Source: an optimization exercise on an open RTL-to-GDS flow (aim: small area). Production flows keep margins and buffers that such runs may drop.
At most, simulation tests tie the RTL to the original design; equivalence was not proved.
For runs 4 and 5, only the layout was checked, not whether the RTL still works.
Power is estimated from default activity; no workload was simulated.

<file path="flow/run.sh">
#!/bin/bash
# synth_recipe.tcl (not shown) runs the flow's synth.tcl, then flattens the netlist and writes it again
# the make line also repeats each setting of config.mk as NAME=value (left out here)
make -C /OpenROAD-flow-scripts/flow DESIGN_CONFIG=/design/flow/config.mk WORK_HOME=/design/flow/orfs CLKGATE_MAP_FILE= SYNTH_SCRIPT=/design/flow/synth_recipe.tcl finish
</file>
<file path="flow/config.mk">
export PLATFORM = sky130hd
export DESIGN_NAME = commu
export DESIGN_NICKNAME = commu
export VERILOG_FILES = /design/flow/design.v
export SDC_FILE = /design/flow/constraint.sdc
export NUM_CORES = 4
export LEC_CHECK = 0
export CAP_MARGIN = 20
export CORE_MARGIN = 2
export CORE_UTILIZATION = 40
export PLACE_DENSITY = 0.6
export SLEW_MARGIN = 20
</file>
<file path="flow/constraint.sdc">
create_clock -name core_clock -period 10.0 [get_ports {clk}]
set_input_delay 2.0000 -clock core_clock [delete_from_list [all_inputs] [get_ports {clk}]]
set_output_delay 2.0000 -clock core_clock [all_outputs]
set_load 0.01 [all_outputs]
</file>
<file path="flow/design.v">
module commu
(
	input clk,
	input rst,
	input [3:0]key,
	input RxA,
	input RxB,
	output [5:0]dig,
	output [0:7]seg,
	output TxA,
	output TxB,
	output busy,
	output [3:0] led
);
reg [12:0] kq;
wire kq_j = ((kq & 13'h1eee) == 13'h18c4);
wire smp = ((kq & 13'h1fef) == 13'h1cc7);
wire ph1 = ((kq & 13'h1fd7) == 13'h651);
wire ph2 = ((kq & 13'h1f37) == 13'h1315);
wire ph3 = kq_j;
wire kq_fb = (^(kq & 13'h100d)) ^ 1'b0 ^ kq_j;
always @(posedge clk)
	if (rst) kq <= 13'h10d3;
	else kq <= {~kq[11:0], kq_fb};
reg [2:0] r0, r1, r2, r3;
always @(posedge clk)
	if (rst) begin r0 <= 0; r1 <= 0; r2 <= 0; r3 <= 0; end
	else if (smp) begin
		r0 <= key[0] ? 3'd0 : (r0 == 3'd5 ? 3'd5 : r0 + 1'b1);
		r2 <= key[2] ? 3'd0 : (r2 == 3'd5 ? 3'd5 : r2 + 1'b1);
		r3 <= key[3] ? 3'd0 : (r3 == 3'd5 ? 3'd5 : r3 + 1'b1);
		r1 <= key[1] ? ((r1 == 3'd4 || r1 == 3'd5) ? 3'd6 : 3'd0)
		             : (r1 == 3'd6 ? 3'd1 : (r1 == 3'd5 ? 3'd5 : r1 + 1'b1));
	end
wire f0 = ph2 & (r0 == 3'd4);
wire f1 = ph2 & (r1 == 3'd4);
wire f2 = ph2 & (r2 == 3'd4);
wire f3 = ph2 & (r3 == 3'd4);
wire k1o = ph1 ? ~(r1 == 3'd5 || r1 == 3'd6) : ~(r1 == 3'd4 || r1 == 3'd5);
reg [2:0] cur;
reg [3:0] dat0, dat1, dat2, dat3, dat4, dat5;
reg start, txstate, send_rate, rec_rate;
always @(posedge clk) begin
	if (rst) begin
		cur <= 0; start <= 0; txstate <= 0; send_rate <= 0; rec_rate <= 0;
		dat0 <= 0; dat1 <= 0; dat2 <= 0; dat3 <= 0; dat4 <= 0; dat5 <= 0;
	end else begin
		start <= (cur == 3'd6) & ~k1o;
		if (f0) cur <= (cur == 3'd6) ? 3'd0 : cur + 1'b1;
		if (f1) case (cur)
			3'd0: dat0 <= dat0 + 1'b1;
			3'd1: dat1 <= dat1 + 1'b1;
			3'd2: dat2 <= dat2 + 1'b1;
			3'd3: dat3 <= dat3 + 1'b1;
			3'd4: dat4 <= dat4 + 1'b1;
			3'd5: dat5 <= dat5 + 1'b1;
			default: ;
		endcase
		if (f2) txstate <= ~txstate;
		if (f3 & ~txstate) send_rate <= ~send_rate;
		if (f3 & txstate) rec_rate <= ~rec_rate;
	end
end
reg [8:0] dq;
wire dq_j = ((dq & 9'hff) == 9'h62);
wire dstep = dq_j;
wire dq_fb = (^(dq & 9'h110)) ^ 1'b1 ^ dq_j;
always @(posedge clk)
	if (rst) dq <= 9'hf1;
	else dq <= {~dq[7:0], dq_fb};
reg [2:0] dsel;
always @(posedge clk)
	if (rst) dsel <= 0;
	else if (dstep) dsel <= (dsel == 3'd5) ? 3'd0 : dsel + 1'b1;
assign dig = (dsel == 3'd0) ? 6'b011111 :
             (dsel == 3'd1) ? 6'b101111 :
             (dsel == 3'd2) ? 6'b110111 :
             (dsel == 3'd3) ? 6'b111011 :
             (dsel == 3'd4) ? 6'b111101 :
             (dsel == 3'd5) ? 6'b111110 : 6'b000000;
reg [17:0] bq;
wire bq_j = ((bq & 18'h3ffff) == 18'h3fa63);
wire btick = bq_j;
wire bq_fb = (^(bq & 18'h20400)) ^ 1'b0 ^ bq_j;
always @(posedge clk)
	if (rst) bq <= 18'hb38;
	else bq <= {~bq[16:0], bq_fb};
reg blink;
always @(posedge clk)
	if (rst) blink <= 0;
	else if (btick) blink <= ~blink;
reg [23:0] rdat;
reg rvalid;
reg [3:0] nib;
reg blank;
reg [3:0] dnib, rnib;
always @(*) begin
	case (dsel)
		3'd0: dnib = dat0;
		3'd1: dnib = dat1;
		3'd2: dnib = dat2;
		3'd3: dnib = dat3;
		3'd4: dnib = dat4;
		default: dnib = dat5;
	endcase
	case (dsel)
		3'd0: rnib = rdat[3:0];
		3'd1: rnib = rdat[7:4];
		3'd2: rnib = rdat[11:8];
		3'd3: rnib = rdat[15:12];
		3'd4: rnib = rdat[19:16];
		default: rnib = rdat[23:20];
	endcase
end
always @(posedge clk) begin
	blank <= rst | (blink & (dsel == cur) & ~txstate);
	nib <= txstate ? (rnib & {4{rvalid}}) : dnib;
end
reg [0:7] code;
always @(*)
	case (nib)
		4'h0: code = 8'b0000_0011;
		4'h1: code = 8'b1001_1111;
		4'h2: code = 8'b0010_0101;
		4'h3: code = 8'b0000_1101;
		4'h4: code = 8'b1001_1001;
		4'h5: code = 8'b0100_1001;
		4'h6: code = 8'b0100_0001;
		4'h7: code = 8'b0001_1111;
		4'h8: code = 8'b0000_0001;
		4'h9: code = 8'b0000_1001;
		4'ha: code = 8'b0001_0001;
		4'hb: code = 8'b1100_0001;
		4'hc: code = 8'b0110_0011;
		4'hd: code = 8'b1000_0101;
		4'he: code = 8'b0110_0001;
		default: code = 8'b0111_0001;
	endcase
assign seg = blank ? 8'hff : code;
reg [7:0] hq;
wire hq_j = ((hq & 8'h7f) == 8'h6e);
wire htick = hq_j;
wire hq_fb = (^(hq & 8'hb8)) ^ 1'b0 ^ hq_j;
always @(posedge clk)
	if (rst) hq <= 8'h23;
	else hq <= {~hq[6:0], hq_fb};
reg [6:0] lq;
wire lq_j = ((lq & 7'h1f) == 7'ha);
wire ltick = lq_j;
wire lq_fb = (^(lq & 7'h44)) ^ 1'b1 ^ lq_j;
always @(posedge clk)
	if (rst) lq <= 7'h6b;
	else if (htick) lq <= {~lq[5:0], lq_fb};
reg clk_h, clk_l;
always @(posedge clk)
	if (rst) begin clk_h <= 0; clk_l <= 0; end
	else if (htick) begin
		clk_h <= ~clk_h;
		if (ltick) clk_l <= ~clk_l;
	end
localparam S_IDLE0 = 3'd0, S_IDLE1 = 3'd1, S_BEGIN = 3'd2, S_BIT = 3'd3, S_ZERO = 3'd4, S_NULL = 3'd5;
reg [2:0] sst;
reg [4:0] scnt;
reg [23:0] sbuf;
reg sbuf_clk;
wire ssel = send_rate ? clk_h : clk_l;
wire sstep = ssel & ~sbuf_clk;
always @(posedge clk) begin
	if (rst) sbuf_clk <= 0; else sbuf_clk <= ssel;
	if (rst) sst <= S_IDLE0;
	else if (sstep) case (sst)
		S_IDLE0, S_IDLE1: sst <= start ? S_BEGIN : S_IDLE0;
		S_BEGIN: sst <= S_BIT;
		S_BIT: sst <= S_ZERO;
		S_ZERO: sst <= (scnt == 5'd24) ? S_NULL : S_BIT;
		S_NULL: if (scnt == 5'd6) sst <= S_IDLE1;
		default: sst <= S_IDLE0;
	endcase
	if (sstep) case (sst)
		S_BEGIN: begin scnt <= 0; sbuf <= {dat5, dat4, dat3, dat2, dat1, dat0}; end
		S_BIT: scnt <= scnt + 1'b1;
		S_ZERO: begin if (scnt == 5'd24) scnt <= 1; sbuf[22:0] <= sbuf[23:1]; end
		S_NULL: scnt <= scnt + 1'b1;
		default: ;
	endcase
end
assign TxA = (sst == S_ZERO) & sbuf[0];
assign TxB = (sst == S_ZERO) & ~sbuf[0];
assign busy = (sst == S_IDLE1) | (sst == S_BIT) | (sst == S_ZERO) | (sst == S_NULL);
localparam R_IDLE = 2'd0, R_BIT = 2'd1, R_ZERO = 2'd2, R_NULL = 2'd3;
reg [1:0] rst_q;
reg [4:0] rcnt;
reg [23:0] rbuf;
reg rbuf_clk;
wire rsel = rec_rate ? clk_h : clk_l;
wire rstep = ~rsel & rbuf_clk;
wire rbit = RxA & ~RxB;
always @(posedge clk) begin
	if (rst) rbuf_clk <= 0; else rbuf_clk <= rsel;
	if (rst) begin rst_q <= R_IDLE; rvalid <= 0; end
	else if (rstep) case (rst_q)
		R_IDLE: if (RxA | RxB) rst_q <= R_ZERO;
		R_BIT: rst_q <= R_ZERO;
		R_ZERO: rst_q <= (rcnt == 5'd24) ? R_NULL : R_BIT;
		default: if (rcnt == 5'd6) begin rst_q <= R_IDLE; rvalid <= 1; end
	endcase
	if (rstep) case (rst_q)
		R_IDLE: if (RxA | RxB) begin rcnt <= 1; rbuf <= {rbit, rbuf[23:1]}; end
		R_BIT: begin rcnt <= rcnt + 1'b1; rbuf <= {rbit, rbuf[23:1]}; end
		R_ZERO: if (rcnt == 5'd24) rcnt <= 1;
		default: if (rcnt == 5'd6) rdat <= rbuf; else rcnt <= rcnt + 1'b1;
	endcase
end
reg led1;
always @(posedge clk) led1 <= ~rst & TxA;
wire tx_chg = ph3 & (r2 == 3'd4);
wire rt_chg = ph3 & (r3 == 3'd4);
wire tx_old = txstate ^ tx_chg;
assign led[0] = tx_old;
assign led[1] = led1;
assign led[2] = send_rate ^ (rt_chg & ~tx_old);
assign led[3] = rec_rate ^ (rt_chg & tx_old);
endmodule
</file>
==> impl_metrics.yaml, run 1 <==
timing:
  hold_violations: 0
  rsz0062_at_grt: "false"
  setup_viol: 0
  fin_skew_ns: 0.0269
  finalCritPeriodShare: 0.504
  timing.hold.ws_ns: 0.391
  fmax_mhz: 198
  period_minus_slack_ns: 5.04
  slew_headroom: 0.404
  slew_violations: 0
  worst_pin_slew_ns: 0.893
  setup_tns_ns: 0
logic_synthesis:
  synth_nets: 799
  yosys.area.top_type: "edfxtp_1"
  synth.area.top_cells: "edfxtp_1 (29%), dfxtp_1 (28%), nor2_1 (4.9%)"
  yosysTopAreaCellShare: 0.286
  synth_edf_count: 82
  synth.yosys.seq_area_share: 0.567
  synth_warnings: 1
  synth_seq_cells: 203
  synth_cell_types: 69
  synthFlopType: "dfxtp_1"
  syn_inst: 768
  avgSynthCellArea_um2: 11.2
  synth.cell_area_um2: 8610
  synthArstFlopShare: 0
placement:
  dp.cells: 1037
  gp_congestion: 0.824
  hpwl_um: 10500
  io_buffers: 27
die:
  rows: 53
  start_util: 0.408
  ios: 29
  die-area_um2: 22700
  dieHeight_um: 151
  die_w_um: 151
  fp.coreArea_um2: 21100
cells_and_area:
  final_cell_mix: "dfxtp_1 (121), nor2_1 (109), edfxtp_1 (82)"
  post-route-util: 0.466
  stdcell_count: 1077
  nets: 817
  drive_above_1_share: 0.117
  num_antenna_cells: 0
  area_growth_pct: 14.1
  final_common_cell: "dfxtp_1"
clocking:
  clkTransAtPathRegs_ns: 0.06
  clock_sinks: 203
  cts_hold_buf: 0
  clk_latency_ns: 0.51
  cts_resized: 0
  cts_tree: "built"
  cts_max_level: 1
  cts_buffers: 22
  post_cts_buffers: 0
  cts_root_buffer: "clkbuf_16"
  clockBufferDepth: 3
setup_path:
  reg2reg_from: "dsel[0]$_SDFFE_PP0P_"
  cp_max_fo: 19
  rrSetupSlack_ns: 6.26
  crit_path_start: "dsel[0]$_SDFFE_PP0P_"
  endpoint_kind: "primary output"
  cp-endpoint: "dig[0]"
  cp-start-kind: "flip-flop"
  worstPathRequired_ns: 8.00
  reg2regPathDepth: 10
  critPathKind: "reg2out"
  crit_arrival_ns: 3.04
  r2r-end: "code[0]$_DFF_P_"
power:
  power_density_nw_per_um2: 175
  ir_worst_vdd_v: 0.0000964
  p_total_mw: 1.72
  p_leak_nw: 3.43
grt:
  grt_pass1_wl_um: 25600
  grt_use_total: 0.140
  first_global_vias: 4902
  grt_max_degree: 81
  antenna_found_initial: 0
  grt_overflow: 0
drt:
  drc: 0
  ant_nets: 0
  vias: 5388
  wirelength_um: 15700
  wl_per_cell_um: 14.6
  dr.pass1.iters: 6
  avgViaCountPerCell: 5.00
  drt_iter0_drc: 288
run:
  max_cap_violations: 0
hold_path:
  hold_depth: 1
  hp-class: "reg2reg"
status:
  status: "timing/DRC/antenna clean"
-- sequential cells by signal (all words and copies together), names as in the netlist, 4 cells and up --
name,cells
lq,7
kq,13
dat3,4
rcnt,5
rbuf,24
dat2,4
dat1,4
scnt,5
dat5,4
bq,18
dat4,4
code,7
dq,9
dat0,4
rdat,24
hq,8
sbuf,24
-- report_power, final --
part           total (mW)  switching, mW  internal, mW
Combinational      0.0404         0.0203        0.0200
Clock               0.796          0.335         0.461
Sequential          0.881         0.0115         0.870
Total                1.72          0.367          1.35
-- through the flow --
stage	area, µm²	setup WS [ns]
final	9830	4.96
after global routing	9830	4.76
after CTS	9810	4.95
after global placement	9080	5.58
after floorplan	8610	6.32
after detailed placement	9100	5.50
-- critical path, stage by stage (launching register included) --
cell and delay [ns]:
dfxtp_1 0.74, inv_1 0.25, nor2_1 0.16, ha_1 0.54
nor2b_4 0.15, inv_4 0.13, clkdlybuf4s50_1 0.55
-- worst min path at each step --
stage / start / to / slack (ns)
final: hq[0]$_SDFF_PP1_ / hq[1]$_SDFF_PP1_ / 0.39
after global routing: hq[0]$_SDFF_PP1_ / hq[1]$_SDFF_PP1_ / 0.41
after CTS: hq[0]$_SDFF_PP1_ / hq[1]$_SDFF_PP1_ / 0.39
after detailed placement: hq[0]$_SDFF_PP1_ / hq[1]$_SDFF_PP1_ / 0.38
after global placement: dq[5]$_SDFF_PP1_ / dq[6]$_SDFF_PP1_ / 0.37
after floorplan: bq[8]$_SDFF_PP1_ / bq[9]$_SDFF_PP1_ / 0.37
-- kinds of logic after synthesis --
kind of cell / share of synthesized area
simple gates: 0.184
mux: 0.0583
xor+xnor: 0.0468
other cells: 0.000436
compound gates: 0.0782
fa+ha+maj: 0.0347
buf+inv: 0.0301
flops: 0.567
-- routing by layer --
metal / track usage / routed length [µm] / vias to the layer above
li1: - / - / 2751
met1: 0.204 / 7960 / 2538
met2: 0.210 / 6910 / 76
met3: 0.0218 / 506 / 23
met4: 0.0528 / 354 / 0
met5: 0 / 0 / -
-- Yosys cell counts (7+ instances only) --
| cell | n |
|---|---|
| a21oi_1 | 30 |
| or2_2 | 8 |
| nor3_1 | 13 |
| xor2_1 | 23 |
| nor2_1 | 112 |
| nand2_1 | 31 |
| nand4_1 | 9 |
| clkbuf_1 | 23 |
| dfxtp_1 | 121 |
| inv_1 | 21 |
| o21ai_0 | 28 |
| nand3b_1 | 10 |
| buf_2 | 7 |
| mux2i_1 | 22 |
| edfxtp_1 | 82 |
| mux2_2 | 24 |
| a211oi_1 | 8 |
| nand3_1 | 15 |
| nand2b_1 | 28 |
| ha_1 | 23 |
| xnor2_1 | 23 |
-- area by class of cell --
class	instances	area, µm²
Clock buffer	24	558
Clock inverter	16	155
Fill cell	1984	11300
Inverter	22	85.1
Multi-Input combinational cell	505	3490
Sequential cell	203	4880
Tap cell	275	344
Timing Repair Buffer	32	313
==> run 2: changes to the inputs <==
--- a/flow/config.mk
+++ b/flow/config.mk
@@ -8,5 +8,8 @@
 export CAP_MARGIN = 20
 export CORE_MARGIN = 2
 export CORE_UTILIZATION = 40
+export CTS_BUF_LIST = sky130_fd_sc_hd__clkbuf_4
+export CTS_CLUSTER_DIAMETER = 40
+export CTS_CLUSTER_SIZE = 10
 export PLACE_DENSITY = 0.6
 export SLEW_MARGIN = 20
==> impl_metrics.yaml, run 2 <==
drt:
  wirelength_um: 15600
  dr.pass1.iters: 5
  ant_nets: 0
  avgViaCountPerCell: 4.98
  drc: 0
  drt_iter0_drc: 310
  vias: 5442
  wl_per_cell_um: 14.3
cells_and_area:
  stdcell_count: 1092
  final_cell_mix: "dfxtp_1 (121), nor2_1 (109), edfxtp_1 (82)"
  final_common_cell: "dfxtp_1"
  drive_above_1_share: 0.135
  nets: 826
  area_growth_pct: 11.2
  largestRegisters: "rbuf x24, rdat x24, sbuf x24"
  filler_cell_count: 2007
  final_area_um2: 9570
hold_path:
  hold_depth: 1
  hp-class: "reg2reg"
  hold_start: "dq[7]$_SDFF_PP1_"
  hold-path-endpoint: "dq[8]$_SDFF_PP0_"
grt:
  grt_max_degree: 81
  grt_overflow: 0
  grt_use_total: 0.139
  grt_use_met3: 0.0242
  antenna_found_initial: 1
  grt-busiest-layer: "met2"
  first_global_vias: 4964
  grt_pass1_wl_um: 25500
  met1_usage: 0.203
  use_met2: 0.208
die:
  die_w_um: 151
  fp.coreArea_um2: 21100
  ios: 29
  start_util: 0.408
  die-area_um2: 22700
  dieHeight_um: 151
  rows: 53
placement:
  gp_congestion: 0.824
  dp.cells: 1037
  hpwl_um: 10500
  placed_area_um2: 9100
  io_buffers: 27
  place_ws_ns: 5.50
clocking:
  cts_root_buffer: "clkbuf_4"
  cts_tree: "built"
  cts_resized: 0
  cts_buffers: 31
  clkTransAtPathRegs_ns: 0.10
  cts_max_level: 1
  cts_hold_buf: 0
  post_cts_buffers: 0
  clk_latency_ns: 0.67
  clockBufferDepth: 3
  clock_sinks: 203
power:
  ir_worst_vdd_v: 0.0000644
  combinationalPowerShare: 0.027
  p_leak_nw: 3.34
  p_int_mw: 1.15
  clkPwrFrac: 0.379
  p_switching_mw: 0.333
  power_density_nw_per_um2: 155
  swShare: 0.225
  power_frac_seq: 0.594
timing:
  rsz0062_at_grt: "false"
  period_minus_slack_ns: 5.21
  setup_tns_ns: 0
  slew_headroom: 0.396
  timing.hold.ws_ns: 0.393
  worst_pin_slew_ns: 0.905
  fmax_mhz: 192
  final.setup.worst_slack_ns: 4.79
  setup_viol: 0
  fin_skew_ns: 0.0311
  hold_violations: 0
  finalCritPeriodShare: 0.521
  slew_violations: 0
logic_synthesis:
  avgSynthCellArea_um2: 11.2
  yosysTopAreaCellShare: 0.286
  synth.cell_area_um2: 8610
  synth.area.top_cells: "edfxtp_1 (29%), dfxtp_1 (28%), nor2_1 (4.9%)"
  syn_inst: 768
  synth_cell_types: 69
  synth_nets: 799
  synth.yosys.seq_area_share: 0.567
  synth_warnings: 1
  synth_seq_cells: 203
  synthFlopType: "dfxtp_1"
  synth_edf_count: 82
  yosys.area.top_type: "edfxtp_1"
  synth_most_common_cell: "dfxtp_1"
  ys_top_cells_by_count: "dfxtp_1 (121), nor2_1 (112), edfxtp_1 (82), nand2_1 (31), a21oi_1 (30)"
  synthArstFlopShare: 0
setup_path:
  critPathMaxStageDelay_ns: 0.77
  crit_arrival_ns: 3.21
  crit_path_top_delay_cell: "dfxtp_1"
  worstPathRequired_ns: 8.00
  cp_max_fo: 19
  reg2regPathDepth: 10
  critPathKind: "reg2out"
  r2r-end: "code[0]$_DFF_P_"
  crit_path_cell_trace: "inv_1 > nor2_1 > ha_1 > nor2b_4 > inv_4 > clkdlybuf4s50_1"
  cp-start-kind: "flip-flop"
  reg2reg_from: "dsel[0]$_SDFFE_PP0P_"
  endpoint_kind: "primary output"
  rrSetupSlack_ns: 6.24
run:
  max_cap_violations: 0
status:
  status: "timing/DRC/antenna clean"
run 2: cell counts after synthesis:
No cell type changed its count.
run 2: critical path, delay by kind of cell (launching register included):
family                     cells  cell delay [ns]
DFF                            1             0.77
buffers and inverters          3             0.93
adders and majority gates      1             0.53
and+or+nand+nor                2             0.31
run 2: how the worst max path moves through the flow:
stage	from	to
floorplan	dsel[1]$_SDFFE_PP0P_	dig[5]
global placement	dsel[0]$_SDFFE_PP0P_	dig[0]
detailed placement	dsel[0]$_SDFFE_PP0P_	dig[0]
CTS	dsel[0]$_SDFFE_PP0P_	dig[0]
global route	dsel[0]$_SDFFE_PP0P_	dig[0]
finish	dsel[0]$_SDFFE_PP0P_	dig[0]
run 2: power groups by stage:
stage	registers (mW)	logic, mW	clock network, mW
after floorplan	0.896	0.0297	0
after global placement	0.899	0.0405	0
after detailed placement	0.899	0.0407	0
after CTS	0.881	0.0409	0.588
after global routing	0.883	0.0453	0.621
final	0.880	0.0404	0.562
run 2: area by class of cell:
class                   count  area [µm²]  area share
flip-flops and latches    203        4880       0.510
multi-input cells         505        3490       0.364
well taps                 275         344      0.0360
repair buffers             32         313      0.0327
clock buffers              36         270      0.0282
clock inverters            18         185      0.0193
inverters                  22        85.1     0.00889
diodes                      1        2.50    0.000261
run 2: cells by family after synthesis:
family / share of synthesized area
and+or+nand+nor: 0.184
DFF: 0.567
AOI/OAI and AO/OA: 0.0782
buffers and inverters: 0.0301
muxes: 0.0583
xor gates and xnor gates: 0.0468
adders and majority gates: 0.0347
other: 0.000436
run 2: layer usage:
layer	vias to the layer above	wire length, µm
li1	2783	-
met1	2552	7820
met2	84	6870
met3	23	573
met4	0	347
met5	-	0
run 2: stage by stage:
stage,power (mW),util
2_1_floorplan,0.926,-
3_3_place_gp,0.940,0.431
3_5_place_dp,0.940,0.431
4_1_cts,1.51,0.453
5_1_grt,1.55,0.454
6_report,1.48,0.454
==> run 3: changes to the inputs <==
--- a/flow/config.mk
+++ b/flow/config.mk
@@ -8,8 +8,8 @@
 export CAP_MARGIN = 20
 export CORE_MARGIN = 2
 export CORE_UTILIZATION = 40
-export CTS_BUF_LIST = sky130_fd_sc_hd__clkbuf_4
-export CTS_CLUSTER_DIAMETER = 40
-export CTS_CLUSTER_SIZE = 10
+export CTS_BUF_LIST = sky130_fd_sc_hd__clkbuf_8
+export CTS_CLUSTER_DIAMETER = 60
+export CTS_CLUSTER_SIZE = 16
 export PLACE_DENSITY = 0.6
 export SLEW_MARGIN = 20
==> impl_metrics.yaml, run 3 <==
cells_and_area:
  largestRegisters: "rbuf x24, rdat x24, sbuf x24"
  num_antenna_cells: 0
  area_growth_pct: 10.4
  final_cell_mix: "dfxtp_1 (121), nor2_1 (109), edfxtp_1 (82)"
  final_common_cell: "dfxtp_1"
  nets: 813
  drive_above_1_share: 0.107
grt:
  grt_max_degree: 81
  grt_overflow: 0
  antenna_found_initial: 0
  first_global_vias: 4856
  grt_use_total: 0.139
  grt_pass1_wl_um: 25500
logic_synthesis:
  synth_edf_count: 82
  synthXorXnorAreaFrac: 0.0468
  synthArstFlopShare: 0
  yosys.area.top_type: "edfxtp_1"
  syn_inst: 768
  synthFlopType: "dfxtp_1"
  synth_cell_types: 69
  synth_warnings: 1
  synth_top_family_by_area: "simple AND/OR/NAND/NOR gates"
  synth.area.top_cells: "edfxtp_1 (29%), dfxtp_1 (28%), nor2_1 (4.9%)"
  synth_nets: 799
  synth.yosys.seq_area_share: 0.567
  synth_most_common_cell: "dfxtp_1"
  synth_seq_cells: 203
  ys_top_cells_by_count: "dfxtp_1 (121), nor2_1 (112), edfxtp_1 (82), nand2_1 (31), a21oi_1 (30)"
  avgSynthCellArea_um2: 11.2
  synth-compound-area-share: 0.0782
  yosysTopAreaCellShare: 0.286
  synthMuxAreaShare: 0.0583
  synth-simple-area-share: 0.184
  synth.cell_area_um2: 8610
  synthAdderAreaFrac: 0.0347
placement:
  hpwl_um: 10500
  io_buffers: 27
  gp_congestion: 0.824
timing:
  period_minus_slack_ns: 5.07
  worst_pin_slew_ns: 0.905
  setup_tns_ns: 0
  slew_violations: 0
  finalCritPeriodShare: 0.507
  timing.hold.ws_ns: 0.383
  fmax_mhz: 197
  slew_headroom: 0.396
  rsz0062_at_grt: "false"
  fin_skew_ns: 0.0242
  setup_viol: 0
  hold_violations: 0
drt:
  avgViaCountPerCell: 5.03
  dr.pass1.iters: 5
  wl_per_cell_um: 14.6
  vias: 5380
  ant_nets: 0
  drt_iter0_drc: 339
  wirelength_um: 15600
  drc: 0
clocking:
  cts_buffers: 18
  cts_hold_buf: 0
  cts_root_buffer: "clkbuf_8"
  post_cts_buffers: 0
  clockBufferDepth: 3
  cts_tree: "built"
  clock_sinks: 203
  cts_max_level: 1
  cts_resized: 0
  clk_latency_ns: 0.52
  clkTransAtPathRegs_ns: 0.11
setup_path:
  critPathKind: "reg2out"
  crit_arrival_ns: 3.07
  cp_max_fo: 19
  crit_path_top_delay_cell: "dfxtp_1"
  critPathMaxStageDelay_ns: 0.76
  cp-start-kind: "flip-flop"
  endpoint_kind: "primary output"
  crit_path_cell_trace: "inv_1 > nor2_1 > ha_1 > nor2b_4 > inv_4 > clkdlybuf4s50_1"
  cp.depth: 6
  critical-path-top-delay-family: "buffers and inverters"
  worstPathRequired_ns: 8.00
  reg2regPathDepth: 10
  cp.buffers_inverters: 3
power:
  power_frac_seq: 0.609
  ir_worst_vdd_v: 0.0000689
  p_leak_nw: 3.32
  clkPwrFrac: 0.363
  p_total_mw: 1.44
  p_switching_mw: 0.313
  power_density_nw_per_um2: 152
  combinationalPowerShare: 0.028
  p_int_mw: 1.13
  swShare: 0.217
die:
  fp.coreArea_um2: 21100
  rows: 53
  die-area_um2: 22700
  start_util: 0.408
  dieHeight_um: 151
  ios: 29
  die_w_um: 151
hold_path:
  hold_depth: 1
  hp-class: "reg2reg"
run:
  max_cap_violations: 0
status:
  status: "timing/DRC/antenna clean"
run 3: cell count changes in the layout (fill, tap and decap cells not counted), sizes merged:
cell	delta
clkbuf	-16
clkinv	-8
inv	+6
clkinvlp	-3
bufinv	-1
diode	-1
run 3: cells by family (layout without fill, tap and decap cells):
| logic type | count (synthesis) | in the layout |
|---|---|---|
| DFF | 203 | 203 |
| muxes | 47 | 47 |
| and+or+nand+nor | 285 | 285 |
| AOI/OAI and AO/OA | 102 | 102 |
| other | 1 | 1 |
| adders and majority gates | 24 | 24 |
| xor gates and xnor gates | 46 | 46 |
| buffers and inverters | 60 | 86 |
run 3: stage by stage:
step / worst slack (ns) / utilization / std cells / instance area, µm²
after floorplan: 6.32 / - / 768 / 8610
final: 4.93 / 0.451 / 1069 / 9510
after detailed placement: 5.50 / 0.431 / 1037 / 9100
after global placement: 5.58 / 0.431 / 1036 / 9080
after global routing: 4.72 / 0.451 / 1069 / 9510
after CTS: 4.91 / 0.450 / 1069 / 9490
run 3: power groups by stage:
stage,logic (mW),clock network (mW),registers [mW]
3_5_place_dp,0.0407,0,0.899
4_1_cts,0.0409,0.546,0.880
3_3_place_gp,0.0405,0,0.899
2_1_floorplan,0.0297,0,0.896
6_report,0.0404,0.524,0.880
5_1_grt,0.0453,0.578,0.883
run 3: routing by layer:
layer,global-route usage,share of wire,vias to the layer above
met3,0.0221,0.033,24
met5,0,0,-
met2,0.208,0.44,67
met1,0.207,0.51,2559
li1,-,-,2730
met4,0.0444,0.021,0
run 3: final cells by class:
class	instances	area, µm²
inverter	22	85.1
tap	275	344
fill	2003	11600
clock inverter	12	118
sequential	203	4880
timing repair buffer	32	313
clock buffer	20	275
multi-input combinational	505	3490
run 3: final timing paths:
path	slack (ns)	endpoint	startpoint
worst max-delay path	4.93	dig[0]	dsel[0]$_SDFFE_PP0P_
worst min-delay path	0.38	hq[5]$_SDFF_PP1_	hq[4]$_SDFF_PP0_
worst min register to register	0.38	hq[5]$_SDFF_PP1_	hq[4]$_SDFF_PP0_
worst max register to register	6.24	code[0]$_DFF_P_	dsel[0]$_SDFFE_PP0P_
run 3: worst register-to-register path: stages, from the launching register on:
cell,delay (ns)
dfxtp_1,0.76
inv_1,0.26
nor2_1,0.16
ha_1,0.53
nor2b_4,0.15
a2111oi_0,0.50
o22a_1,0.38
inv_1,0.12
ha_1,0.27
or3_1,0.39
o211a_1,0.12
==> run 4: changes to the inputs <==
--- a/flow/design.v
+++ b/flow/design.v
@@ -14,14 +14,13 @@
 );
 reg [12:0] kq;
 wire kq_j = ((kq & 13'h1eee) == 13'h18c4);
-wire smp = ((kq & 13'h1fef) == 13'h1cc7);
-wire ph1 = ((kq & 13'h1fd7) == 13'h651);
-wire ph2 = ((kq & 13'h1f37) == 13'h1315);
-wire ph3 = kq_j;
+wire smp = kq_j;
 wire kq_fb = (^(kq & 13'h100d)) ^ 1'b0 ^ kq_j;
 always @(posedge clk)
-	if (rst) kq <= 13'h10d3;
+	if (rst) kq <= 13'h1962;
 	else kq <= {~kq[11:0], kq_fb};
+reg ph1, ph2, ph3;
+always @(posedge clk) begin ph1 <= smp; ph2 <= ph1; ph3 <= ph2; end
 reg [2:0] r0, r1, r2, r3;
 always @(posedge clk)
 	if (rst) begin r0 <= 0; r1 <= 0; r2 <= 0; r3 <= 0; end
@@ -172,20 +171,20 @@
 		S_IDLE0, S_IDLE1: sst <= start ? S_BEGIN : S_IDLE0;
 		S_BEGIN: sst <= S_BIT;
 		S_BIT: sst <= S_ZERO;
-		S_ZERO: sst <= (scnt == 5'd24) ? S_NULL : S_BIT;
+		S_ZERO: sst <= (scnt == 5'd23) ? S_NULL : S_BIT;
 		S_NULL: if (scnt == 5'd6) sst <= S_IDLE1;
 		default: sst <= S_IDLE0;
 	endcase
 	if (sstep) case (sst)
 		S_BEGIN: begin scnt <= 0; sbuf <= {dat5, dat4, dat3, dat2, dat1, dat0}; end
-		S_BIT: scnt <= scnt + 1'b1;
-		S_ZERO: begin if (scnt == 5'd24) scnt <= 1; sbuf[22:0] <= sbuf[23:1]; end
+		S_ZERO: scnt <= (scnt == 5'd23) ? 5'd1 : scnt + 1'b1;
 		S_NULL: scnt <= scnt + 1'b1;
 		default: ;
 	endcase
 end
-assign TxA = (sst == S_ZERO) & sbuf[0];
-assign TxB = (sst == S_ZERO) & ~sbuf[0];
+wire sbit = sbuf[scnt];
+assign TxA = (sst == S_ZERO) & sbit;
+assign TxB = (sst == S_ZERO) & ~sbit;
 assign busy = (sst == S_IDLE1) | (sst == S_BIT) | (sst == S_ZERO) | (sst == S_NULL);
 localparam R_IDLE = 2'd0, R_BIT = 2'd1, R_ZERO = 2'd2, R_NULL = 2'd3;
 reg [1:0] rst_q;
==> impl_metrics.yaml, run 4 <==
die:
  fp.coreArea_um2: 20800
  die_w_um: 149
  dieHeight_um: 149
  start_util: 0.403
  ios: 29
  die-area_um2: 22200
  rows: 53
logic_synthesis:
  syn_inst: 734
  synthArstFlopShare: 0
  synth_cell_types: 71
  synth.area.top_cells: "dfxtp_1 (30%), edfxtp_1 (29%), nor2_1 (4.7%)"
  synth.cell_area_um2: 8400
  ys_top_cells_by_count: "dfxtp_1 (124), nor2_1 (106), edfxtp_1 (82), a21oi_1 (35), nand2b_1 (31)"
  avgSynthCellArea_um2: 11.4
  synth_most_common_cell: "dfxtp_1"
  synth_nets: 762
  yosysTopAreaCellShare: 0.295
  synth_seq_cells: 206
  synth_edf_count: 82
  synth_warnings: 1
  yosys.area.top_type: "dfxtp_1"
  synth.yosys.seq_area_share: 0.589
  synthFlopType: "dfxtp_1"
clocking:
  cts_hold_buf: 0
  post_cts_buffers: 0
  clk_latency_ns: 0.51
  cts_resized: 0
  cts_max_level: 1
  clkTransAtPathRegs_ns: 0.10
  clock_sinks: 206
  cts_tree: "built"
  clockBufferDepth: 3
  cts_root_buffer: "clkbuf_8"
  cts_buffers: 17
timing:
  finalCritPeriodShare: 0.510
  period_minus_slack_ns: 5.10
  fin_skew_ns: 0.0219
  slew_violations: 0
  worst_pin_slew_ns: 0.993
  fmax_mhz: 196
  setup_tns_ns: 0
  rsz0062_at_grt: "false"
  timing.hold.ws_ns: 0.366
  setup_viol: 0
  slew_headroom: 0.337
  hold_violations: 0
setup_path:
  cp.buffers_inverters: 2
  crit_top_cell: "mux4_2"
  crit_path_top_delay_cell: "edfxtp_1"
  crit_path_start: "scnt[0]$_DFFE_PP_"
  critPathKind: "reg2out"
  cp-start-kind: "flip-flop"
  critPathMaxStageDelay_ns: 0.67
  cp_max_fo: 10
  worstPathRequired_ns: 8.00
  critical-path-top-delay-family: "multiplexers"
  crit_arrival_ns: 3.10
  endpoint_kind: "primary output"
  crit_path_cell_trace: "mux4_2 > mux4_2 > inv_1 > o22ai_1 > nor3_1 > clkdlybuf4s50_1"
  reg2reg_from: "dsel[2]$_SDFFE_PP0P_"
grt:
  grt_use_total: 0.139
  antenna_found_initial: 0
  first_global_vias: 5104
  grt_pass1_wl_um: 25100
  grt_max_degree: 115
  grt_overflow: 0
cells_and_area:
  area_growth_pct: 8.70
  drive_above_1_share: 0.0748
  filler_cell_count: 1944
  final_common_cell: "dfxtp_1"
  nets: 768
  multi_input_area_um2: 3170
  num_antenna_cells: 0
  final_cell_mix: "dfxtp_1 (124), nor2_1 (104), edfxtp_1 (82)"
  regArea_um2: 4940
  stdcell_count: 1024
  largestRegisters: "rbuf x24, rdat x24, sbuf x24"
drt:
  ant_nets: 0
  vias: 5277
  avgViaCountPerCell: 5.15
  wl_per_cell_um: 14.9
  wirelength_um: 15300
  drt_iter0_drc: 383
  dr.pass1.iters: 5
  drc: 0
power:
  power_density_nw_per_um2: 149
  ir_worst_vdd_v: 0.0000933
  p_leak_nw: 3.19
placement:
  dp.cells: 996
  gp_congestion: 0.800
  hpwl_um: 10500
  io_buffers: 27
run:
  max_cap_violations: 0
hold_path:
  hp-class: "reg2reg"
  hold_start: "ph1$_DFF_P_"
status:
  status: "timing/DRC/antenna clean"
run 4: changes by cell type in the layout (fill, tap and decap cells not counted), sizes merged, moves of 5 or more:
cell	change
mux2	-19
xor2	-5
nor2	-7
nand3	-5
a22o	-6
nand3b	-8
o21ai	-7
nor4	-6
buf	-5
mux4	+7
a21oi	+5
nand2	-9
run 4: worst reg2reg max path: stages, from the launching register on:
cell	delay, ns
dfxtp_1	0.86
inv_1	0.26
ha_1	0.45
nor2b_4	0.34
clkinv_8	0.11
o211a_1	0.23
a22oi_1	0.55
inv_1	0.15
ha_1	0.28
or3_1	0.37
o221a_1	0.12
run 4: stage by stage:
step | cell area [µm²] | total power [mW] | util | worst slack, ns
after floorplan | 8400 | 0.934 | - | 6.08
after global placement | 8820 | 0.944 | 0.424 | 5.47
after detailed placement | 8820 | 0.946 | 0.424 | 5.44
after CTS | 9120 | 1.39 | 0.438 | 4.85
after global routing | 9130 | 1.42 | 0.439 | 4.67
final | 9130 | 1.36 | 0.439 | 4.90
run 4: worst paths after layout:
check / to / slack (ns) / cells past startpoint
worst max-delay path: TxB / 4.90 / 6
worst min-delay path: ph2$_DFF_P_ / 0.37 / 0
worst max register to register: code[0]$_DFF_P_ / 6.18 / 10
worst min register to register: ph2$_DFF_P_ / 0.37 / 0
run 4: power by group:
part / switching [mW] / total, mW / internal, mW / leakage [nW]
combinational: 0.0186 / 0.0371 / 0.0185 / 1.25
sequential: 0.00892 / 0.889 / 0.880 / 1.75
clock: 0.267 / 0.438 / 0.171 / 0.177
total: 0.295 / 1.36 / 1.07 / 3.19
run 4: final cells by class:
type / instances / area share
Sequential cell: 206 / 0.541
Multi-Input combinational cell: 464 / 0.347
Tap cell: 275 / 0.0377
Timing Repair Buffer: 27 / 0.0297
Clock buffer: 18 / 0.0271
Inverter: 24 / 0.0112
Clock inverter: 10 / 0.00562
run 4: logic make-up (layout without fill, tap and decap cells):
family          Yosys count  after routing  synth area share
simple gates            251            251             0.155
flops                   206            206             0.589
compound gates          111            111            0.0886
buf+inv                  64             79            0.0359
xor+xnor                 45             45            0.0469
mux                      35             35            0.0530
fa+ha+maj                21             21            0.0311
other cells               1              1          0.000446
run 4: per-layer routing:
metal  up-vias  wire length [µm]  global-route usage
met1      2582              7050               0.183
met4         0               376              0.0467
met3        27               406              0.0202
met5         -                 0                   0
met2        72              7440               0.235
li1       2596                 -                   -
==> run 5: changes to the inputs <==
--- a/flow/config.mk
+++ b/flow/config.mk
@@ -7,9 +7,9 @@
 export LEC_CHECK = 0
 export CAP_MARGIN = 20
 export CORE_MARGIN = 2
-export CORE_UTILIZATION = 40
+export CORE_UTILIZATION = 65
 export CTS_BUF_LIST = sky130_fd_sc_hd__clkbuf_8
-export CTS_CLUSTER_DIAMETER = 60
-export CTS_CLUSTER_SIZE = 16
-export PLACE_DENSITY = 0.6
+export CTS_CLUSTER_DIAMETER = 50
+export CTS_CLUSTER_SIZE = 20
+export PLACE_DENSITY = 0.8
 export SLEW_MARGIN = 20
==> impl_metrics.yaml, run 5 <==
status:
  status: "timing/DRC/antenna clean"
clocking:
  clkTransAtPathRegs_ns: 0.11
  clockBufferDepth: 3
  clk_latency_ns: 0.50
  clock_sinks: 206
  cts_tree: "built"
  cts_resized: 0
  cts_root_buffer: "clkbuf_8"
  cts_hold_buf: 0
  cts_buffers: 17
  cts_max_level: 1
  post_cts_buffers: 0
setup_path:
  rrSetupSlack_ns: 6.04
  crit_path_start: "dsel[1]$_SDFFE_PP0P_"
  critPathKind: "reg2out"
  crit_arrival_ns: 3.23
  cp_max_fo: 28
  r2r-end: "code[0]$_DFF_P_"
  reg2reg_from: "dsel[2]$_SDFFE_PP0P_"
  cp-start-kind: "flip-flop"
  endpoint_kind: "primary output"
  cp-endpoint: "dig[4]"
  worstPathRequired_ns: 8.00
  reg2regPathDepth: 10
cells_and_area:
  num_antenna_cells: 0
  largestRegisters: "rbuf x24, rdat x24, sbuf x24"
  drive_above_1_share: 0.0814
  filler_cell_count: 895
  stdcell_count: 921
  area_growth_pct: 7.64
  final_common_cell: "dfxtp_1"
  final_cell_mix: "dfxtp_1 (124), nor2_1 (104), edfxtp_1 (82)"
  nets: 768
timing:
  final.setup.worst_slack_ns: 4.77
  period_minus_slack_ns: 5.23
  setup_tns_ns: 0
  setup_viol: 0
  fmax_mhz: 191
  worst_pin_slew_ns: 1.05
  timing.hold.ws_ns: 0.380
  fin_skew_ns: 0.0221
  rsz0062_at_grt: "false"
  slew_headroom: 0.301
  finalCritPeriodShare: 0.523
  slew_violations: 0
  hold_violations: 0
grt:
  grt-busiest-layer: "met2"
  antenna_found_initial: 0
  grt_max_degree: 115
  grt_use_met3: 0.0349
  grt_pass1_wl_um: 24000
  grt_use_total: 0.209
  use_met2: 0.350
  first_global_vias: 4969
  grt_overflow: 0
  met1_usage: 0.286
placement:
  place_ws_ns: 5.43
  hpwl_um: 10200
  gp_congestion: 0.904
  io_buffers: 27
  dp.cells: 893
power:
  p_switching_mw: 0.314
  power_frac_seq: 0.636
  combinationalPowerShare: 0.027
  power_density_nw_per_um2: 155
  swShare: 0.225
  p_int_mw: 1.08
  p_leak_nw: 3.19
  clkPwrFrac: 0.337
  ir_worst_vdd_v: 0.000184
logic_synthesis:
  avgSynthCellArea_um2: 11.4
  synth_cell_types: 71
  synth.cell_area_um2: 8400
  synth.yosys.seq_area_share: 0.589
  yosysTopAreaCellShare: 0.295
  synth.area.top_cells: "dfxtp_1 (30%), edfxtp_1 (29%), nor2_1 (4.7%)"
  synthArstFlopShare: 0
  ys_top_cells_by_count: "dfxtp_1 (124), nor2_1 (106), edfxtp_1 (82), a21oi_1 (35), nand2b_1 (31)"
  synth_seq_cells: 206
  syn_inst: 734
  yosys.area.top_type: "dfxtp_1"
  synth_most_common_cell: "dfxtp_1"
  synthFlopType: "dfxtp_1"
  synth_nets: 762
  synth_warnings: 1
  synth_edf_count: 82
drt:
  drc: 0
  drt_iter0_drc: 407
  wl_per_cell_um: 15.9
  avgViaCountPerCell: 5.71
  ant_nets: 0
  vias: 5256
  dr.pass1.iters: 5
  wirelength_um: 14700
die:
  die_w_um: 118
  ios: 29
  dieHeight_um: 118
  start_util: 0.666
  fp.coreArea_um2: 12600
  die-area_um2: 13900
  rows: 41
hold_path:
  hold_start: "ph1$_DFF_P_"
  hp-class: "reg2reg"
run:
  max_cap_violations: 0
==> run 5: kinds of logic (layout without fill, tap and decap cells) <==
| logic type | Yosys count | in the layout | share of synthesized area |
|---|---|---|---|
| multiplexers | 35 | 35 | 0.0530 |
| AND/OR/NAND/NOR | 251 | 251 | 0.155 |
| other | 1 | 1 | 0.000446 |
| XOR/XNOR | 45 | 45 | 0.0469 |
| AO/OA/AOI/OAI | 111 | 111 | 0.0886 |
| adder cells (fa/ha/maj) | 21 | 21 | 0.0311 |
| buffers and inverters | 64 | 79 | 0.0359 |
| flip-flops | 206 | 206 | 0.589 |
==> run 5: final cells by class <==
cell class,instances,area (µm²),area share
Clock buffer,18,248,0.0274
Multi-Input combinational cell,464,3170,0.351
Inverter,24,103,0.0113
Tap cell,172,215,0.0238
Timing Repair Buffer,27,268,0.0296
Clock inverter,10,95.1,0.0105
Sequential cell,206,4940,0.547
==> run 5: power by group through the flow <==
stage	sequential (mW)	clock (mW)	combinational (mW)
after floorplan	0.906	0	0.0275
after global placement	0.908	0	0.0352
after detailed placement	0.909	0	0.0375
after CTS	0.890	0.479	0.0377
after global routing	0.892	0.511	0.0418
final	0.890	0.471	0.0374
==> run 5: how the worst min path moves through the flow <==
| stage | slack [ns] | cells after the start | end |
|---|---|---|---|
| 6_report | 0.38 | 0 | ph2$_DFF_P_ |
| 5_1_grt | 0.39 | 0 | ph2$_DFF_P_ |
| 4_1_cts | 0.38 | 0 | ph2$_DFF_P_ |
| 3_5_place_dp | 0.36 | 0 | ph2$_DFF_P_ |
| 3_3_place_gp | 0.34 | 0 | ph2$_DFF_P_ |
| 2_1_floorplan | 0.33 | 0 | ph2$_DFF_P_ |
==> run 5: critical path, stage by stage (launching register included) <==
cell	delay (ns)
dfxtp_1	0.98
and2_1	0.23
ha_1	0.45
nor2b_1	0.12
o21ai_0	0.32
clkdlybuf4s50_1	0.62
==> run 5: metrics by stage <==
stage	utilization	area, µm²	power, mW
after floorplan	-	8400	0.934
after global placement	0.689	8690	0.943
after detailed placement	0.689	8690	0.946
after CTS	0.716	9030	1.41
after global routing	0.717	9040	1.44
final	0.717	9040	1.40
==> run 5: metal layers <==
layer,vias to the layer above,share of wire,routed length [µm]
li1,2602,-,-
met1,2491,0.45,6660
met2,137,0.48,7050
met3,26,0.043,636
met4,0,0.022,328
met5,-,0,0
==> run 6: changes to the inputs <==
--- a/flow/design.v
+++ b/flow/design.v
@@ -25,26 +25,29 @@
 always @(posedge clk)
 	if (rst) begin r0 <= 0; r1 <= 0; r2 <= 0; r3 <= 0; end
 	else if (smp) begin
-		r0 <= key[0] ? 3'd0 : (r0 == 3'd5 ? 3'd5 : r0 + 1'b1);
-		r2 <= key[2] ? 3'd0 : (r2 == 3'd5 ? 3'd5 : r2 + 1'b1);
-		r3 <= key[3] ? 3'd0 : (r3 == 3'd5 ? 3'd5 : r3 + 1'b1);
-		r1 <= key[1] ? ((r1 == 3'd4 || r1 == 3'd5) ? 3'd6 : 3'd0)
-		             : (r1 == 3'd6 ? 3'd1 : (r1 == 3'd5 ? 3'd5 : r1 + 1'b1));
+		r0 <= key[0] ? 3'b000 : {r0[2] | r0[1], r0[0], ~r0[2]};
+		r2 <= key[2] ? 3'b000 : {r2[2] | r2[1], r2[0], ~r2[2]};
+		r3 <= key[3] ? 3'b000 : {r3[2] | r3[1], r3[0], ~r3[2]};
+		r1 <= key[1] ? {1'b0, r1[2] & ~r1[0], 1'b0} : {r1[2] | (r1[1] & r1[0]), r1[0], ~r1[2]};
 	end
-wire f0 = ph2 & (r0 == 3'd4);
-wire f1 = ph2 & (r1 == 3'd4);
-wire f2 = ph2 & (r2 == 3'd4);
-wire f3 = ph2 & (r3 == 3'd4);
-wire k1o = ph1 ? ~(r1 == 3'd5 || r1 == 3'd6) : ~(r1 == 3'd4 || r1 == 3'd5);
+wire r0_4 = r0[1] & ~r0[0];
+wire r1_4 = r1[2] & r1[1] & ~r1[0];
+wire r2_4 = r2[1] & ~r2[0];
+wire r3_4 = r3[1] & ~r3[0];
+wire f0 = ph2 & r0_4;
+wire f1 = ph2 & r1_4;
+wire f2 = ph2 & r2_4;
+wire f3 = ph2 & r3_4;
+wire k1o = ph1 ? ~(~r1[0] & (r1[2] ^ r1[1])) : ~(r1[2] & ~r1[0]);
 reg [2:0] cur;
 reg [3:0] dat0, dat1, dat2, dat3, dat4, dat5;
 reg start, txstate, send_rate, rec_rate;
 always @(posedge clk) begin
+	start <= (cur == 3'd6) & ~k1o;	 
 	if (rst) begin
-		cur <= 0; start <= 0; txstate <= 0; send_rate <= 0; rec_rate <= 0;
+		cur <= 0; txstate <= 0; send_rate <= 0; rec_rate <= 0;
 		dat0 <= 0; dat1 <= 0; dat2 <= 0; dat3 <= 0; dat4 <= 0; dat5 <= 0;
 	end else begin
-		start <= (cur == 3'd6) & ~k1o;
 		if (f0) cur <= (cur == 3'd6) ? 3'd0 : cur + 1'b1;
 		if (f1) case (cur)
 			3'd0: dat0 <= dat0 + 1'b1;
@@ -165,7 +168,7 @@
 wire ssel = send_rate ? clk_h : clk_l;
 wire sstep = ssel & ~sbuf_clk;
 always @(posedge clk) begin
-	if (rst) sbuf_clk <= 0; else sbuf_clk <= ssel;
+	sbuf_clk <= ssel;	 
 	if (rst) sst <= S_IDLE0;
 	else if (sstep) case (sst)
 		S_IDLE0, S_IDLE1: sst <= start ? S_BEGIN : S_IDLE0;
@@ -212,8 +215,8 @@
 end
 reg led1;
 always @(posedge clk) led1 <= ~rst & TxA;
-wire tx_chg = ph3 & (r2 == 3'd4);
-wire rt_chg = ph3 & (r3 == 3'd4);
+wire tx_chg = ph3 & r2_4;
+wire rt_chg = ph3 & r3_4;
 wire tx_old = txstate ^ tx_chg;
 assign led[0] = tx_old;
 assign led[1] = led1;
--- a/flow/config.mk
+++ b/flow/config.mk
@@ -7,9 +7,9 @@
 export LEC_CHECK = 0
 export CAP_MARGIN = 20
 export CORE_MARGIN = 2
-export CORE_UTILIZATION = 65
+export CORE_UTILIZATION = 40
 export CTS_BUF_LIST = sky130_fd_sc_hd__clkbuf_8
-export CTS_CLUSTER_DIAMETER = 50
-export CTS_CLUSTER_SIZE = 20
-export PLACE_DENSITY = 0.8
+export CTS_CLUSTER_DIAMETER = 60
+export CTS_CLUSTER_SIZE = 16
+export PLACE_DENSITY = 0.6
 export SLEW_MARGIN = 20
==> impl_metrics.yaml, run 6 <==
drt:
  drt_iter0_drc: 323
  avgViaCountPerCell: 5.06
  ant_nets: 0
  vias: 5151
  drc: 0
  wirelength_um: 14500
  wl_per_cell_um: 14.3
  dr.pass1.iters: 5
die:
  dieHeight_um: 148
  rows: 52
  die_w_um: 148
  die-area_um2: 21800
  ios: 29
  start_util: 0.407
  fp.coreArea_um2: 20200
clocking:
  cts_root_buffer: "clkbuf_8"
  cts_buffers: 19
  cts_tree: "built"
  clockBufferDepth: 3
  cts_resized: 0
  clk_latency_ns: 0.51
  clkTransAtPathRegs_ns: 0.10
  cts_max_level: 1
  cts_hold_buf: 0
  post_cts_buffers: 0
  clock_sinks: 206
power:
  ir_worst_vdd_v: 0.0000659
  power_density_nw_per_um2: 159
  p_leak_nw: 3.22
  p_total_mw: 1.45
timing:
  rsz0062_at_grt: "false"
  hold_violations: 0
  setup_viol: 0
  slew_violations: 0
  finalCritPeriodShare: 0.514
  period_minus_slack_ns: 5.14
  slew_headroom: 0.411
  setup_tns_ns: 0
  worst_pin_slew_ns: 0.882
  fin_skew_ns: 0.0200
  fmax_mhz: 195
grt:
  grt_overflow: 0
  grt_pass1_wl_um: 24600
  grt_max_degree: 113
  first_global_vias: 5073
  antenna_found_initial: 0
  grt_use_total: 0.136
placement:
  hpwl_um: 9930
  gp_congestion: 0.767
  dp.cells: 985
  placed_area_um2: 8670
  io_buffers: 27
logic_synthesis:
  synth_most_common_cell: "dfxtp_1"
  synth_seq_cells: 206
  synthArstFlopShare: 0
  synth_cell_types: 72
  ys_top_cells_by_count: "dfxtp_1 (124), nor2_1 (107), edfxtp_1 (82), nand2_1 (38), a21oi_1 (36)"
  synthFlopType: "dfxtp_1"
  yosys.area.top_type: "dfxtp_1"
  synth.yosys.seq_area_share: 0.600
  synth_edf_count: 82
  synth_nets: 754
  yosysTopAreaCellShare: 0.301
  synth.area.top_cells: "dfxtp_1 (30%), edfxtp_1 (30%), nor2_1 (4.9%)"
  syn_inst: 725
  synth.cell_area_um2: 8240
  synth_warnings: 1
  avgSynthCellArea_um2: 11.4
setup_path:
  reg2regPathDepth: 10
  rrSetupSlack_ns: 6.23
  r2r-end: "code[0]$_DFF_P_"
  critPathKind: "reg2out"
  reg2reg_from: "dsel[0]$_SDFFE_PP0P_"
  cp_max_fo: 10
  endpoint_kind: "primary output"
  worstPathRequired_ns: 8.00
  cp-start-kind: "flip-flop"
  crit_arrival_ns: 3.14
status:
  status: "timing/DRC/antenna clean"
cells_and_area:
  area_growth_pct: 10.3
  num_antenna_cells: 0
  stdcell_count: 1017
  final_area_um2: 9090
  nets: 766
  drive_above_1_share: 0.0803
  final_common_cell: "dfxtp_1"
  final_cell_mix: "dfxtp_1 (124), nor2_1 (106), edfxtp_1 (82)"
  largestRegisters: "rbuf x24, rdat x24, sbuf x24"
run:
  max_cap_violations: 0
hold_path:
  hold-path-endpoint: "ph2$_DFF_P_"
  hp-class: "reg2reg"
  hold_depth: 0
  hold_start: "ph1$_DFF_P_"
## run 6: cell count changes after synthesis, sizes merged, moves of 5 or more
cell    change
xor2        +5
nand2b      -5
nor3        +6
xnor2       -8
o21ai       -6
o211ai      -5
nand2      +16
## run 6: how the worst max path moves through the flow
stage | startpoint | to | slack (ns) | cells past startpoint
2_1_floorplan | scnt[0]$_DFFE_PP_ | TxB | 6.08 | 6
3_3_place_gp | scnt[0]$_DFFE_PP_ | TxB | 5.47 | 6
3_5_place_dp | scnt[0]$_DFFE_PP_ | TxB | 5.39 | 6
4_1_cts | scnt[0]$_DFFE_PP_ | TxB | 4.83 | 6
5_1_grt | scnt[0]$_DFFE_PP_ | TxB | 4.68 | 6
6_report | scnt[0]$_DFFE_PP_ | TxB | 4.86 | 6
## run 6: kinds of logic (layout without fill, tap and decap cells)
kind of cell | after synthesis | in the layout | share of synthesized area
buffers and inverters | 62 | 84 | 0.0346
XOR/XNOR | 42 | 42 | 0.0446
adder cells (fa/ha/maj) | 22 | 22 | 0.0332
multiplexers | 30 | 30 | 0.0474
other | 1 | 1 | 0.000455
AO/OA/AOI/OAI | 99 | 99 | 0.0815
AND/OR/NAND/NOR | 263 | 263 | 0.158
flip-flops | 206 | 206 | 0.600
## run 6: final cells by class
cell class | count | area (µm²)
clock buffer | 19 | 262
fill | 1856 | 11100
inverter | 24 | 95.1
multi-input combinational | 457 | 3030
clock inverter | 12 | 129
sequential | 206 | 4940
tap | 270 | 338
timing repair buffer | 29 | 295
## run 6: where the power goes
group	switching, mW	leakage (nW)	internal, mW
Sequential	0.00865	1.75	0.880
Clock	0.284	0.220	0.240
Combinational	0.0173	1.25	0.0186
Total	0.310	3.22	1.14
## run 6: critical path, stage by stage (launching register included)
cell and delay, ns:
edfxtp_1 0.67, mux4_2 0.56, mux4_2 0.48, inv_1 0.08, o22ai_1 0.09, nor3_1 0.18, clkdlybuf4s50_1 0.57
## run 6: routing by layer
metal  track usage  part of all wire
met1         0.183              0.47
met2         0.225              0.47
met3        0.0259             0.037
met4        0.0423             0.020
met5             0                 0
## run 6: stage by stage
| stage | worst slack (ns) | hold WS [ns] | utilization |
|---|---|---|---|
| 2_1_floorplan | 6.08 | 0.351 | - |
| 3_3_place_gp | 5.47 | 0.357 | 0.429 |
| 3_5_place_dp | 5.39 | 0.360 | 0.429 |
| 4_1_cts | 4.83 | 0.378 | 0.448 |
| 5_1_grt | 4.68 | 0.390 | 0.449 |
| 6_report | 4.86 | 0.376 | 0.449 |
==> run 7: changes to the inputs <==
==> flow/flow/run.sh (new file) <==
#!/bin/bash
# Standard ORFS layout with smaller port buffers and a clock tree without dummy loads.
set -euo pipefail
export BUFFER_PORTS_ARGS="-buffer_cell sky130_fd_sc_hd__buf_1"
export CTS_ARGS="-sink_clustering_enable -repair_clock_nets -sink_clustering_size 16 -sink_clustering_max_diameter 60 -buf_list sky130_fd_sc_hd__clkbuf_8 -dont_use_dummy_load"
bash standard.sh > standard_flow.log 2>&1
==> flow/standard.sh (new file) <==
#!/bin/bash
# synth_recipe.tcl (not shown) runs the flow's synth.tcl, then flattens the netlist and writes it again
# the make line also repeats each setting of config.mk as NAME=value (left out here)
make -C /OpenROAD-flow-scripts/flow DESIGN_CONFIG=/design/flow/config.mk WORK_HOME=/design/flow/orfs CLKGATE_MAP_FILE= SYNTH_SCRIPT=/design/flow/synth_recipe.tcl "${@:-finish}"
removed: flow/run.sh
==> impl_metrics.yaml, run 7 <==
hold_path:
  hold_start: "ph1$_DFF_P_"
  hp-class: "reg2reg"
  hold_depth: 0
  hold-path-endpoint: "ph2$_DFF_P_"
clocking:
  clk_latency_ns: 0.50
  cts_hold_buf: 0
  cts_buffers: 19
  cts_resized: 0
  clockBufferDepth: 3
  clkTransAtPathRegs_ns: 0.09
  cts_root_buffer: "clkbuf_8"
  clock_sinks: 206
  post_cts_buffers: 0
  cts_tree: "built"
  cts_max_level: 1
power:
  power_density_nw_per_um2: 152
  ir_worst_vdd_v: 0.0000703
  p_int_mw: 1.07
  power_frac_seq: 0.664
  swShare: 0.204
  clkPwrFrac: 0.312
  p_switching_mw: 0.273
  p_total_mw: 1.34
  combinationalPowerShare: 0.024
  p_leak_nw: 3.06
setup_path:
  cp_max_fo: 10
  critPathKind: "reg2out"
  cp-start-kind: "flip-flop"
  worstPathRequired_ns: 8.00
  rrSetupSlack_ns: 6.25
  endpoint_kind: "primary output"
  reg2regPathDepth: 10
  crit_path_start: "scnt[0]$_DFFE_PP_"
  reg2reg_from: "dsel[1]$_SDFFE_PP0P_"
  crit_arrival_ns: 2.66
  r2r-end: "code[0]$_DFF_P_"
timing:
  fmax_mhz: 215
  worst_pin_slew_ns: 1.05
  slew_violations: 0
  finalCritPeriodShare: 0.466
  setup_viol: 0
  period_minus_slack_ns: 4.66
  slew_headroom: 0.300
  hold_violations: 0
  rsz0062_at_grt: "false"
  timing.hold.ws_ns: 0.372
  setup_tns_ns: 0
  fin_skew_ns: 0.0373
logic_synthesis:
  synth_seq_cells: 206
  synth.cell_area_um2: 8240
  synthFlopType: "dfxtp_1"
  syn_inst: 725
  synthArstFlopShare: 0
  synth_top_family_by_area: "simple AND/OR/NAND/NOR gates"
  synth_nets: 754
  synth_most_common_cell: "dfxtp_1"
  synth.yosys.seq_area_share: 0.600
  yosysTopAreaCellShare: 0.301
  synthXorXnorAreaFrac: 0.0446
  synthMuxAreaShare: 0.0474
  synth_warnings: 1
  synth-compound-area-share: 0.0815
  avgSynthCellArea_um2: 11.4
  ys_top_cells_by_count: "dfxtp_1 (124), nor2_1 (107), edfxtp_1 (82), nand2_1 (38), a21oi_1 (36)"
  yosys.area.top_type: "dfxtp_1"
  synth-simple-area-share: 0.158
  synth_edf_count: 82
  synthAdderAreaFrac: 0.0332
  synth_cell_types: 72
  synth.area.top_cells: "dfxtp_1 (30%), edfxtp_1 (30%), nor2_1 (4.9%)"
cells_and_area:
  filler_cell_count: 1843
  largestRegisters: "rbuf x24, rdat x24, sbuf x24"
  area_growth_pct: 6.48
  final_common_cell: "dfxtp_1"
  num_antenna_cells: 0
  drive_above_1_share: 0.0708
  final_cell_mix: "dfxtp_1 (124), nor2_1 (106), edfxtp_1 (82)"
  final_area_um2: 8780
  multi_input_area_um2: 3030
  nets: 765
  regArea_um2: 4940
die:
  dieHeight_um: 148
  die-area_um2: 21800
  rows: 52
  fp.coreArea_um2: 20200
  start_util: 0.407
  ios: 29
  die_w_um: 148
placement:
  gp_congestion: 0.772
  hpwl_um: 9890
  io_buffers: 27
  placed_area_um2: 8510
grt:
  grt_overflow: 0
  met1_usage: 0.171
  grt-busiest-layer: "met2"
  use_met2: 0.227
  first_global_vias: 4907
  grt_use_total: 0.132
  antenna_found_initial: 0
  grt_max_degree: 113
  grt_use_met3: 0.0204
  grt_pass1_wl_um: 23800
drt:
  drc: 0
  wirelength_um: 14400
  drt_iter0_drc: 284
  dr.pass1.iters: 4
  wl_per_cell_um: 14.3
  vias: 5083
  ant_nets: 0
  avgViaCountPerCell: 5.06
status:
  status: "timing/DRC/antenna clean"
run:
  max_cap_violations: 0
-- run 7: changes by cell type in the layout (fill, tap and decap cells not counted), sizes merged --
| cell | previous run | this run |
|---|---|---|
| clkdlybuf4s50 | 26 | 0 |
| bufinv | 2 | 0 |
| buf | 3 | 28 |
| inv | 32 | 23 |
| clkinv | 2 | 1 |
-- run 7: layout make-up --
type                       count  area share
clock buffer                  19      0.0298
inverter                      24      0.0108
multi-input combinational    457       0.345
sequential                   206       0.563
tap                          270      0.0385
timing repair buffer          28      0.0128
-- run 7: power by group through the flow --
stage               clock [mW]  combinational (mW)  sequential [mW]
floorplan                    0              0.0262            0.906
global placement             0              0.0311            0.908
detailed placement           0              0.0324            0.908
CTS                      0.439              0.0326            0.889
global route             0.468              0.0364            0.891
finish                   0.417              0.0322            0.889
-- run 7: critical path: stages, from the launching register on --
cell and delay [ns]:
edfxtp_1 0.65, mux4_2 0.56, mux4_2 0.47, inv_1 0.07, o22ai_1 0.09, nor3_1 0.14
buf_1 0.17
-- run 7: worst max-delay path by stage --
stage | endpoint | depth (start not counted) | slack, ns
2_1_floorplan | TxB | 6 | 6.08
3_5_place_dp | TxB | 6 | 5.83
5_1_grt | dig[5] | 6 | 5.15
6_report | TxB | 6 | 5.34
4_1_cts | TxB | 6 | 5.27
3_3_place_gp | TxB | 6 | 5.84
-- run 7: cell families after synthesis --
family / after synthesis
other: 1
multiplexers: 30
XOR/XNOR: 42
buffers and inverters: 62
adder cells (fa/ha/maj): 22
AND/OR/NAND/NOR: 263
AO/OA/AOI/OAI: 99
flip-flops: 206
-- run 7: per-layer routing --
metal	part of all wire	vias up	routed length (µm)
met1	0.46	2434	6640
met2	0.48	73	6950
li1	-	2550	-
met4	0.022	0	319
met5	0	-	0
met3	0.032	26	459
-- run 7: stage by stage --
step           utilization  instances  worst slack (ns)
4_1_cts              0.434       1004              5.27
2_1_floorplan            -        725              6.08
3_5_place_dp         0.421        985              5.83
3_3_place_gp         0.421        985              5.84
6_report             0.434       1004              5.34
5_1_grt              0.434       1004              5.15

## what the ideal ports hide
In the flow no input, the clock included, has a driving cell. The finished layouts below were timed again as built, in two steps. Step 1: set_driving_cell puts a clkbuf_16 on clk and a buf_2 on each other input, an assumption about the parent block. Step 2 moves the port delays by t, midway between the first and last clock arrival at a register: inputs arrive t later, outputs are due t later. That takes back most of the time a late clock gives input paths. Slacks: no drivers / after step 1 / after step 2; pairs: no drivers / after step 1.
run | t, ns | setup WS [ns] | latest minus earliest clock arrival (ns)
run 1 | 0.544 | 4.957 / 4.911 / 5.454 | 0.027 / 0.027
run 2 | 0.686 | 4.787 / 4.751 / 5.438 | 0.031 / 0.031
run 3 | 0.548 | 4.933 / 4.894 / 5.442 | 0.029 / 0.030
run 4 | 0.542 | 4.898 / 4.859 / 5.401 | 0.023 / 0.023
run 5 | 0.527 | 4.766 / 4.731 / 5.258 | 0.022 / 0.022
run 6 | 0.541 | 4.864 / 4.826 / 5.367 | 0.020 / 0.020
run 7 | 0.517 | 5.345 / 5.307 / 5.824 | 0.040 / 0.040
After both steps setup and hold are still met in every run listed.
